Context: an optimization exercise on an open-source flow, tuned for small area and a short achievable clock period. The choices shown serve that exercise and are no tape-out recipe. Function was checked by simulation only, so behaviour that the tests miss may differ from the original. The clock input has no modelled driver; a real chip could not lean on it and would need a root buffer or a full tree. No activity file was given, so power comes from the tool's default toggle rates.

## mul_radix2
module mul_radix2 #(
    parameter int BIT_WIDTH = 32
) (
    input  logic        clk,
    input  logic        rst,
    input  logic        start,
    input  logic [3:0]  data_in,
    output logic [3:0]  data_out,
    output logic        data_out_valid,
    output logic        result_complete,
    output logic        ready
);
    logic [2:0]  m;
    wire  s_idle = (ready & ~m[0]) | result_complete;
    wire  s_one  = ready & m[0];
    wire  s_recv = ~ready & ~data_out_valid;               
    wire  s_step = data_out_valid & ~result_complete;      
    always_ff @(posedge clk) begin
        if (rst) begin
            ready           <= 1'b1;
            data_out_valid  <= 1'b0;
            result_complete <= 1'b0;
            m               <= 3'd0;
        end else if (s_idle) begin
            ready           <= 1'b1;
            data_out_valid  <= 1'b0;
            result_complete <= 1'b0;
            m               <= {2'd0, start};
        end else if (s_one) begin
            ready           <= 1'b0;
            m               <= 3'd0;
        end else if (s_recv) begin
            if (m == 3'd7) data_out_valid <= 1'b1;
            m <= m + 3'd1;
        end else begin
            if (m == 3'd6) result_complete <= 1'b1;
            m <= m + 3'd1;
        end
    end
    wire a_en  = ~((s_recv & m[2] & m[1]) | s_step);
    wire stepn = (s_recv & m[2] & m[1]) | (s_step & ~(m[2] & m[1]));
    logic [31:0] a_n;      
    logic [27:0] s_reg;    
    logic [12:0] k_reg;    
    logic [1:0]  k0;       
    logic        one0, two0, neg0, one1, two1, neg1;
    wire xm1   = neg1;
    wire [2:0] g0 = {data_in[1], data_in[0], xm1};
    wire [2:0] g1 = {data_in[3], data_in[2], data_in[1]};
    wire n_one0 = stepn & (g0[1] ^ g0[0]);
    wire n_two0 = stepn & ((g0[2] & ~g0[1] & ~g0[0]) | (~g0[2] & g0[1] & g0[0]));
    wire n_neg0 = stepn & g0[2];
    wire n_one1 = stepn & (g1[1] ^ g1[0]);
    wire n_two1 = stepn & ((g1[2] & ~g1[1] & ~g1[0]) | (~g1[2] & g1[1] & g1[0]));
    wire n_neg1 = stepn & g1[2];
    wire [32:0] a_ext = {~a_n, 1'b0};
    always_ff @(posedge clk) begin
        if (a_en)
            a_n <= {~data_in, a_n[31:4]};
        one0 <= n_one0; two0 <= n_two0; neg0 <= n_neg0;
  ...
Size: about 91 flip-flops, roughly 14 I/O pins.
clock: 10.0 ns
lec_check: 0
abc_area: 1
cap_margin: 20
core_margin: 2
core_utilization: 75
slew_margin: 20
synth_hierarchical: 1
synth_minimum_keep_size: 0
standard.sh (not shown) runs the stock make flow with config.mk's settings and CLKGATE_MAP_FILE= SYNTH_SCRIPT=/design/flow/synth_recipe.tcl, a recipe that flattens the netlist after the stock synthesis.
==> flow/flow/run.sh <==
#!/bin/bash
# The standard layout (standard.sh) with three changes:
#  - the port buffers are plain buf_2 cells;
#  - the clock tree is flat: after CTS, flow/cts_post.tcl replaces the H-tree with
#    four clkbuf_16, one per quarter of the flip-flops, all driven by the clock port;
#  - repair_timing aims for a setup slack of 7.25 ns; the CTS step's own repair is
#    skipped and run in cts_post.tcl once the flat tree is in place.
# Each tool's output goes to the logs standard.sh writes under orfs/logs; the make
# output goes to flow_standard.log.
set -euo pipefail
export BUFFER_PORTS_ARGS="-buffer_cell sky130_fd_sc_hd__buf_2"
export CTS_ARGS="-sink_clustering_enable -repair_clock_nets -dont_use_dummy_load -buf_list sky130_fd_sc_hd__clkbuf_8"
export SETUP_SLACK_MARGIN=7.25
export SKIP_CTS_REPAIR_TIMING=1
export POST_CTS_TCL="$(pwd)/flow/cts_post.tcl"
bash standard.sh > flow_standard.log 2>&1
Other scripts of this flow, unchanged in this note and not shown: flow/flow/cts_post.tcl
Rerun with:
- CORE_UTILIZATION: 75 -> 68
Effect: The new run finished clean. Clock power is about the same. Total power came out lower by 0.83%. Final area came out lower by 2.9%. Die area came out higher by 9.8%. Critical path depth came out higher by 1. Synthesized area is unchanged. Worst setup slack is better by 97 ps. Maximum frequency came out higher by 3.6%.
Rerun with:
==> flow/flow/run.sh (replaced) <==
#!/bin/bash
set -euo pipefail
export BUFFER_PORTS_ARGS="-buffer_cell sky130_fd_sc_hd__buf_2"
export CTS_ARGS="-sink_clustering_enable -repair_clock_nets -dont_use_dummy_load -buf_list sky130_fd_sc_hd__clkbuf_8"
export SETUP_SLACK_MARGIN=7.25
export SKIP_CTS_REPAIR_TIMING=1
export POST_CTS_TCL="$(pwd)/flow/cts_post.tcl"
bash standard.sh > flow_standard.log 2>&1
- CORE_UTILIZATION: 68 -> 60
After rerunning: The changed run completed with no timing, DRC or antenna violations. Core utilization drops by 8.4 points. Routed wire length climbs by about 3%. Total power hardly moves. Clock power barely changes. Sequential share of layout area drops by 0.37 points. Synthesized area stays the same. Clock skew stays flat.
Rerun with:
==> flow/flow/run.sh (replaced) <==
#!/bin/bash
# The standard layout (standard.sh) with three changes:
#  - the port buffers are plain buf_2 cells;
#  - the clock tree is flat: after CTS, flow/cts_post.tcl replaces the H-tree with
#    four clkbuf_16, one per quarter of the flip-flops, all driven by the clock port;
#  - repair_timing aims for a setup slack of 7.40 ns; the CTS step's own repair is
#    skipped and run in cts_post.tcl once the flat tree is in place.
# Each tool's output goes to the logs standard.sh writes under orfs/logs; the make
# output goes to flow_standard.log.
set -euo pipefail
export BUFFER_PORTS_ARGS="-buffer_cell sky130_fd_sc_hd__buf_2"
export CTS_ARGS="-sink_clustering_enable -repair_clock_nets -dont_use_dummy_load -buf_list sky130_fd_sc_hd__clkbuf_8"
export SETUP_SLACK_MARGIN=7.40
export SKIP_CTS_REPAIR_TIMING=1
export POST_CTS_TCL="$(pwd)/flow/cts_post.tcl"
bash standard.sh > flow_standard.log 2>&1
- ABC_AREA: 1 -> unset
Result: Register-to-register slack degrades by 120 ps. Sequential power is about the same. Via count fell by about 3%. Die area shrinks by about 1.6%. Maximum frequency is lower by 3.2%. Hold slack gets worse by 3.6 ps. Design area goes up by 0.35%. Setup slack degrades by 90 ps. Sequential share of layout area stays flat. Clock skew hardly moves.
In every run of this note, the design's own scripts or RTL, not TritonCTS, make the clock network.

* * *

== sierra ==
Starting RTL as in the previous note.
export LEC_CHECK = 0
export CAP_MARGIN = 20
export CORE_MARGIN = 2
export CORE_UTILIZATION = 60
export SLEW_MARGIN = 20
export SYNTH_HIERARCHICAL = 1
export SYNTH_MINIMUM_KEEP_SIZE = 0
create_clock -name core_clock -period 10.0 [get_ports {clk}]
==> flow/flow/run.sh <==
#!/bin/bash
# The standard layout (standard.sh) with three changes:
#  - the port buffers are plain buf_2 cells;
#  - the clock tree is flat: after CTS, flow/cts_post.tcl replaces the H-tree with
#    four clkbuf_16, one per quarter of the flip-flops, all driven by the clock port;
#  - repair_timing aims for a setup slack of 7.50 ns; the CTS step's own repair is
#    skipped and run in cts_post.tcl once the flat tree is in place.
# Each tool's output goes to the logs standard.sh writes under orfs/logs; the make
# output goes to flow_standard.log.
set -euo pipefail
export BUFFER_PORTS_ARGS="-buffer_cell sky130_fd_sc_hd__buf_2"
export CTS_ARGS="-sink_clustering_enable -repair_clock_nets -dont_use_dummy_load -buf_list sky130_fd_sc_hd__clkbuf_8"
export SETUP_SLACK_MARGIN=7.50
export SKIP_CTS_REPAIR_TIMING=1
export POST_CTS_TCL="$(pwd)/flow/cts_post.tcl"
bash standard.sh > flow_standard.log 2>&1
Other scripts of this flow, unchanged in this note and not shown: flow/flow/cts_post.tcl
sierra: no failed stages, no open violations at the end
Inputs modified between sierra and garnet:
- ABC_AREA newly set to 1
==> flow/flow/run.sh <==
#!/bin/bash
set -euo pipefail
export BUFFER_PORTS_ARGS="-buffer_cell sky130_fd_sc_hd__buf_2"
export CTS_ARGS="-sink_clustering_enable -repair_clock_nets -dont_use_dummy_load -buf_list sky130_fd_sc_hd__clkbuf_8"
export SETUP_SLACK_MARGIN=7.35
export SKIP_CTS_REPAIR_TIMING=1
export POST_CTS_TCL="$(pwd)/flow/cts_post.tcl"
bash standard.sh > flow_standard.log 2>&1
- Comparing garnet and sierra, the lower effective utilization at floorplan was measured on sierra.
- In garnet, the met1 usage came out 1.4 points below the value in sierra.
- Between sierra and garnet, final cell count without fillers increased.
- garnet does worse than sierra on worst relative slew slack.
- Compared with sierra, garnet shows a post-route worst hold slack that is 20 ps higher.
In every run of this note, the design's own scripts or RTL, not TritonCTS, make the clock network.

==> afterwards: timing with drivers on the ports <==
In the flow no input, the clock included, has a driving cell. The finished layouts below were timed again as built, in two steps. Step 1 sets driving cells, clkbuf_16 on the clock port and buf_2 on the other inputs (assumed; they add their load-dependent delay and slew). Step 2 also shifts input and output timing later by t, the mid clock arrival at the registers, as if the neighbouring blocks saw the same clock. a / b / c = ideal ports / drivers / drivers and shift; a / b = the first two.
| run | shift t [ns] | setup WS [ns] | worst hold slack (ns) | worst register clock-pin slew, ns |
|---|---|---|---|---|
| the first run of note 1 | 0.232 | 7.182 / 7.182 / 7.182 | 0.481 / 0.481 / 0.481 | 0.09 / 0.09 |
| the second run of note 1 | 0.229 | 7.278 / 7.209 / 7.278 | 0.479 / 0.479 / 0.479 | 0.09 / 0.09 |
| the third run of note 1 | 0.233 | 7.318 / 7.236 / 7.347 | 0.466 / 0.466 / 0.466 | 0.09 / 0.09 |
| the fourth run of note 1 | 0.234 | 7.228 / 7.228 / 7.228 | 0.462 / 0.462 / 0.462 | 0.09 / 0.09 |
| sierra | 0.234 | 7.269 / 7.269 / 7.269 | 0.459 / 0.459 / 0.459 | 0.09 / 0.09 |
| garnet | 0.234 | 7.325 / 7.248 / 7.326 | 0.478 / 0.478 / 0.478 | 0.09 / 0.09 |
After both steps setup and hold are still met in every run listed.
